Background: an optimization exercise with open tools, aiming at small area, a short achievable clock period and few clock cycles. Do not read the settings as production practice.
RTL that was checked went through simulation tests only; none was proved equivalent to the original.
No functional check of the RTL was part of run 2.

==> design.v <==
module expr_unit(
  input clk,
  input rst,
  input start,
  input [31:0] i1,
  input [31:0] i2,
  input [31:0] i3,
  output op_ready,
  output done,
  output [31:0] result
);
localparam K  = 4;                  
localparam NC = (32 + K - 1) / K;   
localparam CW = NC < 2 ? 1 : NC < 4 ? 2 : NC < 8 ? 3 : NC < 16 ? 4 : 5;
localparam DW = 31 + K;             
reg s_idle, s_pre, s_div, done_r;
reg rdy_r;             
reg [CW-1:0] cnt;      
reg [CW-1:0] cnx;      
reg [31:0] qa;         
reg [DW-1:0] ds1;      
wire [31:0] b = ds1[31:0];    
reg [31:0] res;        
assign op_ready = rdy_r;
assign done = done_r;
assign result = res;
function [31:0] carries;
  input [31:0] g_in, p_in;
  input cin;
  reg [32:0] g, p;
  integer l, i, j;
  begin
    g = {g_in, cin};
    p = {p_in, 1'b0};
    for (l = 0; l < 6; l = l + 1)
      for (i = 32; i >= 0; i = i - 1)
        if ((i >> l) & 1) begin
          j = ((i >> l) << l) - 1;
          g[i] = g[i] | (p[i] & g[j]);
          p[i] = p[i] & p[j];
        end
    carries = g[32:1];
  end
endfunction
function [32:0] add_fast;
  input [31:0] x, y;
  input cin;
  reg [31:0] c;
  begin
    c = carries(x & y, x ^ y, cin);
    add_fast = {c[31], (x ^ y) ^ {c[30:0], cin}};
  end
endfunction
function [31:0] sub_small;
  input [31:0] x, y;
  reg c;
  integer i;
  begin
    c = 1'b1;
    for (i = 0; i < 32; i = i + 1) begin
      sub_small[i] = x[i] ^ ~y[i] ^ c;
      c = (x[i] & ~y[i]) | (x[i] & c) | (~y[i] & c);
    end
  end
endfunction
function [31:0] add_bk;
  input [31:0] x, y;
  input cin;
  reg [32:0] g, p, pp;
  integer l, i;
  begin
    g = {x & y, cin};
    pp = {x ^ y, 1'b0};
    p = pp;
    for (l = 0; l < 6; l = l + 1)
      for (i = 0; i < 33; i = i + 1)
        if ((i + 1) % (2 << l) == 0) begin
          g[i] = g[i] | (p[i] & g[i - (1 << l)]);
          p[i] = p[i] & p[i - (1 << l)];
        end
    for (l = 4; l >= 0; l = l - 1)
      for (i = 0; i < 33; i = i + 1)
        if ((i + 1) % (2 << l) == (1 << l) && i > (1 << l)) begin
          g[i] = g[i] | (p[i] & g[i - (1 << l)]);
          p[i] = p[i] & p[i - (1 << l)];
        end
    add_bk = pp[32:1] ^ g[31:0];
  end
endfunction
function [5:0] width;   
  input [31:0] x;
  integer i;
  begin
    width = 6'd0;
    for (i = 0; i < 32; i = i + 1) if (x[i]) width = i + 1;
  end
endfunction
function [CW-1:0] ncyc;
  input [31:0] x, d;
  reg [6:0] n;
  begin
    n = {1'b0, width(x)} - {1'b0, width(d)} + 7'd1;
    if (n[6] || n == 7'd0) ncyc = {CW{1'b0}};
    else ncyc = (n + K - 1) / K;
  end
endfunction
function [DW-1:0] align;
  input [31:0] d;
  input [CW-1:0] c;
  reg [CW-1:0] m;
  reg [DW-1:0] v;
  integer i;
  begin
    m = c - 1'b1;
    v = {{(DW-32){1'b0}}, d} << (K - 1);
    for (i = 0; i < CW; i = i + 1) if (m[i]) v = v << (K << i);
    align = v;
  end
endfunction
function [32+32+DW+K-1:0] steps;   
  input [31:0] r;
  input [DW-1:0] ds;
  reg [K-1:0] qb;
  reg [32:0] df;
  reg [31:0] df0;
  reg ovf;
  integer s;
  begin
    for (s = 0; s < K; s = s + 1) begin
      ovf = |(ds >> 32);
      df = add_fast(r, ~ds[31:0], 1'b1);
      if (s == 0) df0 = df[31:0];
      qb[K-1-s] = ~ovf & df[32];
      if (qb[K-1-s]) r = df[31:0];
      ds = ds >> 1;
    end
    steps = {df0, r, ds, qb};
  end
endfunction
function [31:0] place;
  input [CW-1:0] cnt;
  input [K-1:0] qb;
  integer j;
  begin
    for (j = 0; j < 32; j = j + 1)
      place[j] = (cnt == j / K + 1) & qb[j % K];
  end
endfunction
wire [32+32+DW+K-1:0] st = steps(qa, ds1);
wire [31:0] x1 = st[32+32+DW+K-1:32+DW+K];    
wire [31:0] st_r = st[32+DW+K-1:DW+K];
wire [DW-1:0] st_ds = st[DW+K-1:K];
wire [K-1:0] st_q = st[K-1:0];
wire [31:0] d1n = add_bk(b, ~(qa & ~res), 1'b1);
wire z1 = (d1n == 32'd0);
wire z2 = (b == 32'd0);
wire [CW-1:0] c1 = z1 ? {CW{1'b0}} : ncyc(x1, d1n);
wire [CW-1:0] c2 = z2 ? {CW{1'b0}} : ncyc(res, b);
wire first1 = c1 != 0;                  
wire go_div = first1 | (c2 != 0);
wire lastc = cnt == 1;                  
wire swap = s_div & lastc & (cnx != 0);
wire last = s_div & lastc & (cnx == 0);
wire al_d1 = s_pre & first1;
wire [DW-1:0] al = align(al_d1 ? d1n : i2, al_d1 ? c1 : (s_pre ? c2 : cnx));
wire [31:0] nbc = {~(b[31:1] & res[31:1]), ~(b[0] & res[0]) & ~(z1 & z2)};
wire [31:0] acc = add_bk(s_pre ? qa : res, s_pre ? nbc : place(cnt, st_q),
                         s_pre & ~z1 & ~z2);
always @(posedge clk or posedge rst) begin
  if (rst) begin
    s_idle <= 1'b1;
    rdy_r <= 1'b1;
    s_pre <= 1'b0;
    s_div <= 1'b0;
    done_r <= 1'b0;
  end else begin
    s_idle <= (s_idle & ~start) | (s_pre & ~go_div) | last;
    rdy_r <= (rdy_r & ~start) | (s_pre & ~go_div) | last;
    s_pre <= s_idle & start;
    s_div <= (s_pre & go_div) | (s_div & ~last);
    done_r <= (s_pre & ~go_div) | last;
  end
end
always @(posedge clk) begin
  if (s_idle) qa <= i1;
  else if (al_d1) qa <= x1;
  else if (s_pre | swap) qa <= i3;
  else qa <= st_r;
  if (s_idle) ds1 <= {{(DW-32){1'b0}}, i2};
  else if (s_pre | swap) ds1 <= al;
  else ds1 <= st_ds;
  if (s_pre) begin
    cnt <= first1 ? c1 : c2;
    cnx <= first1 ? c2 : {CW{1'b0}};
  end else if (swap) begin
    cnt <= cnx;
    cnx <= {CW{1'b0}};
  end else begin
    cnt <= cnt - 1'b1;
  end
  if (s_idle) res <= i3;
  else res <= acc[31:0];
end
endmodule
==> flow/run.sh <==
#!/bin/bash
# The standard layout with two changes to how it is made:
# - the port buffers are sky130_fd_sc_hd__buf_1 instead of the delay buffer
#   buffer_ports picks by default (every port still gets its buffer);
# - timing repair aims for 70.7 ns of setup slack at the design's 90 ns
#   clock, so it also speeds up paths that already meet 90 ns.
set -euo pipefail
bash standard.sh "BUFFER_PORTS_ARGS=-buffer_cell sky130_fd_sc_hd__buf_1" \
  SETUP_SLACK_MARGIN=70.7 finish > standard.log 2>&1
==> standard.sh <==
#!/bin/bash
# synth_recipe.tcl (not shown) runs the flow's synth.tcl, then flattens the netlist and writes it again
# the make line also repeats each setting of config.mk as NAME=value (left out here)
make -C /OpenROAD-flow-scripts/flow DESIGN_CONFIG=/design/flow/config.mk WORK_HOME=/design/flow/orfs CLKGATE_MAP_FILE= SYNTH_SCRIPT=/design/flow/synth_recipe.tcl "${@:-finish}"
==> config.mk <==
export PLATFORM = sky130hd
export DESIGN_NAME = expr_unit
export DESIGN_NICKNAME = expr_unit
export VERILOG_FILES = /design/flow/design.v
export SDC_FILE = /design/flow/constraint.sdc
export NUM_CORES = 4
export LEC_CHECK = 0
export ABC_AREA = 1
export CAP_MARGIN = 20
export CORE_MARGIN = 2
export CORE_UTILIZATION = 40
export SLEW_MARGIN = 20
==> constraint.sdc <==
create_clock -name core_clock -period 90.0 [get_ports {clk}]
set_input_delay 18.0000 -clock core_clock [delete_from_list [all_inputs] [get_ports {clk}]]
set_output_delay 18.0000 -clock core_clock [all_outputs]
set_load 0.01 [all_outputs]
==> results of run 1 <==
cells in the mapped netlist (3+ instances only):
library cell / n
o21a_1: 8
a211oi_1: 8
clkbuf_1: 71
o21ai_1: 20
buf_4: 6
buf_6: 9
buf_2: 11
fa_1: 53
o221ai_1: 4
o21bai_1: 13
o31ai_1: 9
nand3_2: 13
nand2_1: 820
a21boi_0: 5
xor2_1: 57
xnor2_1: 40
dfrtp_1: 3
nand4_1: 25
nor4_1: 14
dfxtp_1: 103
inv_2: 7
or2_2: 9
nand3b_1: 11
a21o_1: 11
nand2_2: 4
o21ai_2: 4
o211ai_1: 27
nand3_1: 252
o21ai_0: 274
o2111ai_1: 5
a31oi_1: 16
a21oi_2: 10
edfxtp_1: 4
nor3_1: 22
and2_1: 5
ha_1: 214
buf_1: 7
nor2_1: 218
inv_1: 359
a21oi_1: 181
clkinv_1: 4
per-layer routing:
metal	global-route usage, %	part of all wire, %	routed length, um	vias to the layer above
li1	-	-	-	9975
met1	43.9	44	33300	9687
met2	49.2	43	32800	851
met3	2.79	7.4	5570	147
met4	16.0	5.0	3810	0
met5	0	0	0	-
kinds of logic after synthesis:
logic type / count (synthesis) / synth area share, %
AOI/OAI and AO/OA: 616 / 19.1
xor gates and xnor gates: 98 / 4.74
adders and majority gates: 267 / 20.5
buffers and inverters: 475 / 10.4
DFF: 112 / 12.7
muxes: 2 / 0.110
and+or+nand+nor: 1403 / 32.5
what timing repair did:
action                                  4_1_cts  5_1_grt
endpoints found under the setup margin        0       21
hold buffers                                  0        0
resized for setup                             0       16
buffers inserted                              0        2
state kept, by name (all words and copies together) (netlist names):
register  flops
s_div         1
cnt           4
res          32
qa           32
s_pre         1
rdy_r         1
ds1          35
done_r        1
s_idle        1
cnx           4
per-stage QoR:
stage / util (%) / area [um^2] / hold slack (ps) / worst slack [ps]
after floorplan: - / 18300 / 474 / 71340
after global placement: 42.5 / 19200 / 460 / 70730
after detailed placement: 42.5 / 19200 / 472 / 70750
after CTS: 43.2 / 19500 / 486 / 70870
after global routing: 43.3 / 19600 / 498 / 70690
final: 43.3 / 19600 / 481 / 70880
worst paths after layout:
path	startpoint	to	depth (start not counted)
hold reg to reg	rdy_r	rdy_r	2
hold / removal	rdy_r	rdy_r	2
max in group asynchronous	rst	rdy_r	2
setup reg to reg	ds1[4]	res[30]	97
min in group asynchronous	rst	s_pre	2
setup / recovery	res[31]	result[31]	1
area by class of cell:
| cell class | count | share of cell area [%] |
|---|---|---|
| multi-input cells | 2386 | 71.9 |
| clock inverters | 6 | 0.345 |
| well taps | 600 | 3.83 |
| repair buffers | 161 | 3.82 |
| clock buffers | 10 | 1.17 |
| inverters | 370 | 7.13 |
| flip-flops and latches | 112 | 11.8 |
==> summary.md, run 1 <==
| Metric | Value |
|---|---|
| Commonest non-fill, non-tap cell in the layout | `nand2_1` |
| Nets | `around 3400` |
| Num CTS Buffers | `9` |
| Worst-margin pin slew | `roughly 1100 ps` |
| WP data required | `between 70000 and 80000 ps` |
| Setup tns final | `0 ps` |
| Post-Synthesis Mean Instance Area | `just over 6 um^2` |
| Slew Limit Headroom | `about 30%` |
| Crit-path max cell delay | `530 ps` |
| 1st-iter DRT viols | `between 2000 and 2500` |
| Post-Syn Area | `roughly 18000 um^2` |
| CTS max path bufs | `2` |
| Max Clock Skew | `about 15 ps` |
| DP Cell Count | `3626` |
| Commonest non-fill, non-tap cells in the layout | `nand2_1 (819), inv_1 (357), o21ai_0 (272)` |
| Synth Flop Type | `dfxtp_1` |
| Register area | `about 2300 um^2` |
| Slowest library cell on the worst path | `dfxtp_1` |
| WP data arrival | `1120 ps` |
| Vias in the first global route | `between 15000 and 20000` |
| Setup crit end kind | `output port` |
| Tmin final | `~19000 ps` |
| DP HPWL | `60400 um` |
| Yosys top cell by area | `nand2_1` |
| # IOs | `~130` |
| DRT Pass-1 Iters | `6` |
| Synth Instances | `slightly below 3000` |
| Final hold violations | `0` |
| Ys Warns | `1` |
| Max Slew Vio Count | `0` |
| Core Region | `45200 um^2` |
| Synth Net Count | `around 3300` |
| Antenna Cells | `0` |
| Clk slew on worst S/H paths | `90 ps` |
| Max Clk Rate | `around 0.052 GHz` |
| Total die area | `47400 um^2` |
| CTS tree | `yes` |
| H-tree depth | `3` |
| Critical Path Fanout Max | `8` |
| Final WL | `75500 um` |
| Post-DRT Antenna Nets | `0` |
| Yosys cell types | `67` |
| Largest net degree at the start of global routing | `100` |
| Die W | `218 um` |
| Worst path cell trace | `buf_1` |
| First-pass GRT wire length | `around 120000 um` |
| CTS Sinks | `between 100 and 150` |
| Bufs and invs on worst path | `1` |
| Post-route insts no fill | `about 3600` |
| Die height | `around 220 um` |
| Final Cycle Share | `a little over a fifth` |
| Residual DRC count | `0` |
| Worst skew pair latency | `about 400 ps` |
| Area contributors post-synth | `nand2_1 (17%), ha_1 (15%), dfxtp_1 (11%)` |
| Setup crit start kind | `flop` |
| Yosys reg bits | `approximately 110` |
| RSZ-0062 raised after global routing | `no` |
| Post-synthesis async set-or-reset flop share | `4.46%` |
| Cell family with the largest share of critical-path delay | `flip-flops` |
| Initial antenna violation count | `0` |
| Max Cap Violations | `0` |
| Filler cells | `4945` |
| Syn-to-layout area delta | `7.31%` |
| Flop-to-flop setup slack | `~72000 ps` |
| Vias per std cell | `5.67` |
| DR vias | `20700` |
| EDFF count, synth | `4` |
| Combined area of the multi-input logic cells | `about 14000 um^2` |
| Seq/Total Area, Yosys | `12.7%` |
| Wire per inst | `20.7 um` |
| GRT Total Usage | `a little under a third` |
| Layout cells sized above 1 | `3.84%` |
| Post-synth top area share | `between 10% and 20%` |
| Setup CP Type | `flop to output port` |
| I/O Buffers | `between 100 and 150` |
| Root Buffer | `clkbuf_16` |
| Status | `no timing/DRC/antenna violations` |
| # rows | `78` |
| Starting density of the core | `40.4%` |
| Final setup fails | `0` |
| Worst min path class | `flop to flop` |
| GPL Wtd Cong | `around 1.0` |
| GRT Residual Overflow | `0` |
Testbench counts, summed over its fixed seeds: cycles 2,756.
==> run 2: changes to the inputs <==
--- a/design.v
+++ b/design.v
@@ -18,7 +18,7 @@
 reg [CW-1:0] cnt;      
 reg [CW-1:0] cnx;      
 reg [31:0] qa;         
-reg [DW-1:0] ds1;      
+reg [31:0] ds1;        
 wire [31:0] b = ds1[31:0];    
 reg [31:0] res;        
 assign op_ready = rdy_r;
@@ -63,14 +63,13 @@
     end
   end
 endfunction
-function [31:0] add_bk;
+function [31:0] sub_bk;
   input [31:0] x, y;
-  input cin;
   reg [32:0] g, p, pp;
   integer l, i;
   begin
-    g = {x & y, cin};
-    pp = {x ^ y, 1'b0};
+    g = {x & ~y, 1'b1};
+    pp = {x ^ ~y, 1'b0};
     p = pp;
     for (l = 0; l < 6; l = l + 1)
       for (i = 0; i < 33; i = i + 1)
@@ -84,7 +83,7 @@
           g[i] = g[i] | (p[i] & g[i - (1 << l)]);
           p[i] = p[i] & p[i - (1 << l)];
         end
-    add_bk = pp[32:1] ^ g[31:0];
+    sub_bk = pp[32:1] ^ g[31:0];
   end
 endfunction
 function [5:0] width;   
@@ -104,37 +103,39 @@
     else ncyc = (n + K - 1) / K;
   end
 endfunction
-function [DW-1:0] align;
+function [31:0] align;
   input [31:0] d;
   input [CW-1:0] c;
   reg [CW-1:0] m;
-  reg [DW-1:0] v;
+  reg [31:0] v;
   integer i;
   begin
     m = c - 1'b1;
-    v = {{(DW-32){1'b0}}, d} << (K - 1);
+    v = d;
     for (i = 0; i < CW; i = i + 1) if (m[i]) v = v << (K << i);
     align = v;
   end
 endfunction
-function [32+32+DW+K-1:0] steps;   
+function [32+32+K-1:0] steps;   
   input [31:0] r;
-  input [DW-1:0] ds;
+  input [31:0] dsr;
+  input sub;
+  reg [DW-1:0] ds;
   reg [K-1:0] qb;
   reg [32:0] df;
-  reg [31:0] df0;
   reg ovf;
   integer s;
   begin
+    ds = {dsr, {(K-1){1'b0}}};
     for (s = 0; s < K; s = s + 1) begin
       ovf = |(ds >> 32);
       df = add_fast(r, ~ds[31:0], 1'b1);
-      if (s == 0) df0 = df[31:0];
-      qb[K-1-s] = ~ovf & df[32];
+      if (s < K - 1) qb[K-1-s] = ~(ovf | sub) & df[32];
+      else qb[K-1-s] = (~ovf & df[32]) | sub;
       if (qb[K-1-s]) r = df[31:0];
       ds = ds >> 1;
     end
-    steps = {df0, r, ds, qb};
+    steps = {r, dsr >> K, qb};
   end
 endfunction
 function [31:0] place;
@@ -146,12 +147,12 @@
       place[j] = (cnt == j / K + 1) & qb[j % K];
   end
 endfunction
-wire [32+32+DW+K-1:0] st = steps(qa, ds1);
-wire [31:0] x1 = st[32+32+DW+K-1:32+DW+K];    
-wire [31:0] st_r = st[32+DW+K-1:DW+K];
-wire [DW-1:0] st_ds = st[DW+K-1:K];
+wire [32+32+K-1:0] st = steps(qa, ds1, s_pre);
+wire [31:0] st_r = st[32+32+K-1:32+K];
+wire [31:0] x1 = st_r;                   
+wire [31:0] st_ds = st[32+K-1:K];
 wire [K-1:0] st_q = st[K-1:0];
-wire [31:0] d1n = add_bk(b, ~(qa & ~res), 1'b1);
+wire [31:0] d1n = sub_bk(b, qa & ~res);
 wire z1 = (d1n == 32'd0);
 wire z2 = (b == 32'd0);
 wire [CW-1:0] c1 = z1 ? {CW{1'b0}} : ncyc(x1, d1n);
@@ -162,10 +163,11 @@
 wire swap = s_div & lastc & (cnx != 0);
 wire last = s_div & lastc & (cnx == 0);
 wire al_d1 = s_pre & first1;
-wire [DW-1:0] al = align(al_d1 ? d1n : i2, al_d1 ? c1 : (s_pre ? c2 : cnx));
+wire [31:0] al = align(al_d1 ? d1n : i2,
+                       al_d1 ? c1 : s_pre ? c2 : swap ? cnx : {{(CW-1){1'b0}}, 1'b1});
 wire [31:0] nbc = {~(b[31:1] & res[31:1]), ~(b[0] & res[0]) & ~(z1 & z2)};
-wire [31:0] acc = add_bk(s_pre ? qa : res, s_pre ? nbc : place(cnt, st_q),
-                         s_pre & ~z1 & ~z2);
+wire [32:0] acc = add_fast(s_pre ? qa : res, s_pre ? nbc : place(cnt, st_q),
+                           s_pre & ~z1 & ~z2);
 always @(posedge clk or posedge rst) begin
   if (rst) begin
     s_idle <= 1'b1;
@@ -183,11 +185,9 @@
 end
 always @(posedge clk) begin
   if (s_idle) qa <= i1;
-  else if (al_d1) qa <= x1;
-  else if (s_pre | swap) qa <= i3;
-  else qa <= st_r;
-  if (s_idle) ds1 <= {{(DW-32){1'b0}}, i2};
-  else if (s_pre | swap) ds1 <= al;
+  else if ((s_pre & ~first1) | swap) qa <= i3;
+  else qa <= st_r;               
+  if (s_idle | s_pre | swap) ds1 <= al;
   else ds1 <= st_ds;
   if (s_pre) begin
     cnt <= first1 ? c1 : c2;
==> summary.md, run 2 <==
| Metric | Value |
|---|---|
| Max Clock Skew | `15.5 ps (was 15.0 ps)` |
| I/O Buffers | `132 (unchanged)` |
| GRT Residual Overflow | `0 (unchanged)` |
| Placed instance area | `18500 um^2 (was 19200 um^2)` |
| Area contributors post-synth | `nand2_1 (18%), ha_1 (15%), dfxtp_1 (11%) (was nand2_1 (17%), ha_1 (15%), dfxtp_1 (11%))` |
| Worst-margin pin slew | `930 ps (was 1060 ps)` |
| Synth Net Count | `3249 (was 3339)` |
| Largest family of logic cells by synthesized area | `simple AND/OR/NAND/NOR gates (unchanged)` |
| Commonest non-fill, non-tap cells in the layout | `nand2_1 (845), inv_1 (337), o21ai_0 (266) (was nand2_1 (819), inv_1 (357), o21ai_0 (272))` |
| Critical Path Fanout Max | `3 (was 8)` |
| EDFF count, synth | `4 (unchanged)` |
| Reg2Reg Launch Point | `ds1[14] (was ds1[4])` |
| Critical path depth in cells | `1 (unchanged)` |
| DP Cell Count | `3548 (was 3626)` |
| Antenna Cells | `0 (unchanged)` |
| Worst setup path endpoint | `result[14] (was result[31])` |
| Status | `no timing/DRC/antenna violations (unchanged)` |
| Slowest library cell on the worst path | `dfxtp_1 (unchanged)` |
| Synth Instances | `2902 (was 2973)` |
| Setup tns final | `0 ps (unchanged)` |
| Residual DRC count | `0 (unchanged)` |
| Wire per inst | `20.3 um (was 20.7 um)` |
| # rows | `76 (was 78)` |
| CTS Hold Buffers Added | `0 (unchanged)` |
| Final instance area | `20200 um^2 (was 19600 um^2)` |
| Die height | `214 um (was 218 um)` |
| Simple-Gate Fraction of Synth Area | `35.0% (was 32.5%)` |
| Post-synthesis async set-or-reset flop share | `4.59% (was 4.46%)` |
| Largest regs | `ds1 (32), qa (32), res (32) (was ds1 (35), qa (32), res (32))` |
| CTS tree | `yes (unchanged)` |
| Layout cells sized above 1 | `8.85% (was 3.84%)` |
| H-tree depth | `3 (unchanged)` |
| Post-Synthesis Mean Instance Area | `6.05 um^2 (was 6.14 um^2)` |
| Flop-to-flop setup slack | `72010 ps (was 72130 ps)` |
| Cell family with the largest share of critical-path delay | `flip-flops (unchanged)` |
| CTS max path bufs | `2 (unchanged)` |
| Post-synth top area share | `18.3% (was 16.9%)` |
| # IOs | `133 (unchanged)` |
| 1st-iter DRT viols | `1883 (was 2051)` |
| DR vias | `20500 (was 20700)` |
| WP data arrival | `1140 ps (was 1120 ps)` |
| Nets | `3392 (was 3406)` |
| Total die area | `45600 um^2 (was 47400 um^2)` |
| First-pass GRT wire length | `109000 um (was 115000 um)` |
| Setup CP Type | `flop to output port (unchanged)` |
| Vias in the first global route | `19200 (was 19800)` |
| Top cells by count, synth | `nand2_1 (855), inv_1 (352), o21ai_0 (274) (was nand2_1 (820), inv_1 (359), o21ai_0 (274))` |
| Yosys reg bits | `109 (was 112)` |
| Worst min path class | `flop to flop (unchanged)` |
| Synth Area in Compound Gates | `18.8% (was 19.1%)` |
| Synth Area in XOR/XNOR | `4.10% (was 4.74%)` |
| Filler cells | `4600 (was 4945)` |
| Crit path from | `res[14] (was res[31])` |
| Final hold violations | `0 (unchanged)` |
| Reg2reg end | `ds1[24] (was res[30])` |
| Setup crit start kind | `flop (unchanged)` |
| Ys Warns | `1 (unchanged)` |
| Post-route insts no fill | `3635 (was 3645)` |
| Final Cycle Share | `21.3% (was 21.2%)` |
| Yosys top cell by area | `nand2_1 (unchanged)` |
| Largest net degree at the start of global routing | `67 (was 100)` |
| Initial antenna violation count | `0 (unchanged)` |
| Yosys cell types | `69 (was 67)` |
| CTS Sinks | `109 (was 112)` |
| Syn-to-layout area delta | `14.8% (was 7.31%)` |
| Post-Syn Area | `17600 um^2 (was 18300 um^2)` |
| Post-synthesis mux area share | `0.0570% (was 0.110%)` |
| Core Region | `43200 um^2 (was 45200 um^2)` |
| WP data required | `72000 ps (about the same)` |
| Clk slew on worst S/H paths | `90 ps (about the same)` |
| Final setup fails | `0 (unchanged)` |
| Hold_sp | `rdy_r (unchanged)` |
| Die W | `214 um (was 218 um)` |
| Worst path cell trace | `buf_1 (unchanged)` |
| Max Clk Rate | `0.0523 GHz (about the same)` |
| Max Cap Violations | `0 (unchanged)` |
| Setup crit end kind | `output port (unchanged)` |
| Seq/Total Area, Yosys | `12.8% (was 12.7%)` |
| Final WL | `73800 um (was 75500 um)` |
| DRT Pass-1 Iters | `7 (was 6)` |
| Vias per std cell | `5.63 (was 5.67)` |
| Synth Flop Type | `dfxtp_1 (unchanged)` |
| Tmin final | `19140 ps (was 19120 ps)` |
| Crit-path max cell delay | `520 ps (was 530 ps)` |
| Reg2Reg Depth | `128 (was 97)` |
| GRT Total Usage | `31.6% (was 31.7%)` |
| Slew Limit Headroom | `37.4% (was 29.5%)` |
| Post-DRT Antenna Nets | `0 (unchanged)` |
| Max Slew Vio Count | `0 (unchanged)` |
| Most frequent cell after synthesis | `nand2_1 (unchanged)` |
| Worst skew pair latency | `420 ps (was 400 ps)` |
| Root Buffer | `clkbuf_16 (unchanged)` |
| Commonest non-fill, non-tap cell in the layout | `nand2_1 (unchanged)` |
| DP HPWL | `56300 um (was 60400 um)` |
| Bufs and invs on worst path | `1 (unchanged)` |
| Num CTS Buffers | `9 (unchanged)` |
| GPL Wtd Cong | `0.956 (was 1.05)` |
| Starting density of the core | `40.7% (was 40.4%)` |
| RSZ-0062 raised after global routing | `no (unchanged)` |
| Synth Area in Adders | `19.3% (was 20.5%)` |
## run 2: changes by cell type in the layout (fill, tap and decap cells not counted), moves of 14 or more
| cell | delta |
|---|---|
| nor2_1 | -39 |
| a21oi_1 | -36 |
| buf_4 | +34 |
| nand2_1 | +26 |
| inv_1 | -20 |
| o211ai_1 | -18 |
| fa_1 | -17 |
| o22ai_2 | +16 |
| o21ai_1 | +15 |
| dfxtp_1 | -14 |
## run 2: how the worst min path moves through the flow
stage | end | slack [ps] | cells after the start
final | rdy_r | 480 | 2
after global placement | rdy_r | 460 | 2
after floorplan | ds1[18] | 470 | 2
after detailed placement | rdy_r | 480 | 2
after global routing | rdy_r | 520 | 2
after CTS | rdy_r | 490 | 2
## run 2: worst register-to-register path, delay by kind of cell, from the launching register on
family	cells	cell delay [ps]
AND/OR/NAND/NOR	80	7700
adder cells (fa/ha/maj)	12	3620
AO/OA/AOI/OAI	21	3610
buffers and inverters	14	2270
XOR/XNOR	1	250
flip-flops	1	500
## run 2: what timing repair did
item / in CTS / in global routing
endpoints found under the setup margin: 90 / 81
gates cloned: 4 / 11
buffers inserted: 9 / 47
pin swaps: 2 / 19
resized for setup: 57 / 87
## run 2: kinds of logic (layout without fill, tap and decap cells)
logic type / Yosys count / in the layout
compound gates: 573 / 573
xor+xnor: 80 / 80
fa+ha+maj: 248 / 248
buf+inv: 445 / 590
flops: 109 / 109
mux: 1 / 1
other cells: 1 / 1
simple gates: 1445 / 1448
## run 2: layer usage
metal / global-route usage, % / up-vias / part of all wire (%)
li1: - / 9896 / -
met1: 40.4 / 9539 / 42
met2: 51.2 / 862 / 45
met3: 5.11 / 180 / 7.5
met4: 16.2 / 0 / 5.7
met5: 0 / - / 0
## run 2: final cells by class
| cell class | count | area [um^2] | share of cell area, % |
|---|---|---|---|
| repair inverters | 1 | 7.51 | 0.0372 |
| repair buffers | 214 | 1440 | 7.14 |
| multi-input cells | 2351 | 14000 | 69.3 |
| clock inverters | 6 | 70.1 | 0.348 |
| flip-flops and latches | 109 | 2290 | 11.3 |
| inverters | 359 | 1420 | 7.05 |
| well taps | 585 | 732 | 3.63 |
| clock buffers | 10 | 229 | 1.14 |
## run 2: through the flow
stage	utilization, %	setup WS, ps	hold WS [ps]
6_report	46.7	70860	482
5_1_grt	46.7	70450	521
4_1_cts	44.5	70700	489
3_5_place_dp	42.9	67210	477
3_3_place_gp	42.9	67690	463
2_1_floorplan	-	71300	465

## static timing again, ports no longer ideal
No port has a modelled driver above. Below, the same layouts with a new extraction and two added sets of constraints. Step 1, drivers: a clkbuf_16 drives clk and a buf_2 each remaining input, both assumed. Step 2, shift: input delay + t, output delay - t, t = (earliest + latest rising clock arrival at the registers) / 2. This alone moves slack from input paths to output paths. Three values: ideal ports, drivers, drivers and shift; two values: the first two.
| run | t (ns) | setup WS [ns] | worst slew at a driven data input, ns |
|---|---|---|---|
| run 1 | 0.443 | 70.878 / 70.824 / 70.670 | 0.06 |
| run 2 | 0.464 | 70.862 / 70.808 / 70.910 | 0.05 |
After both steps setup and hold are still met in every run listed. The setup slack of run 1, which loses most, moves by -0.054 ns with the drivers and by -0.208 ns with both steps.
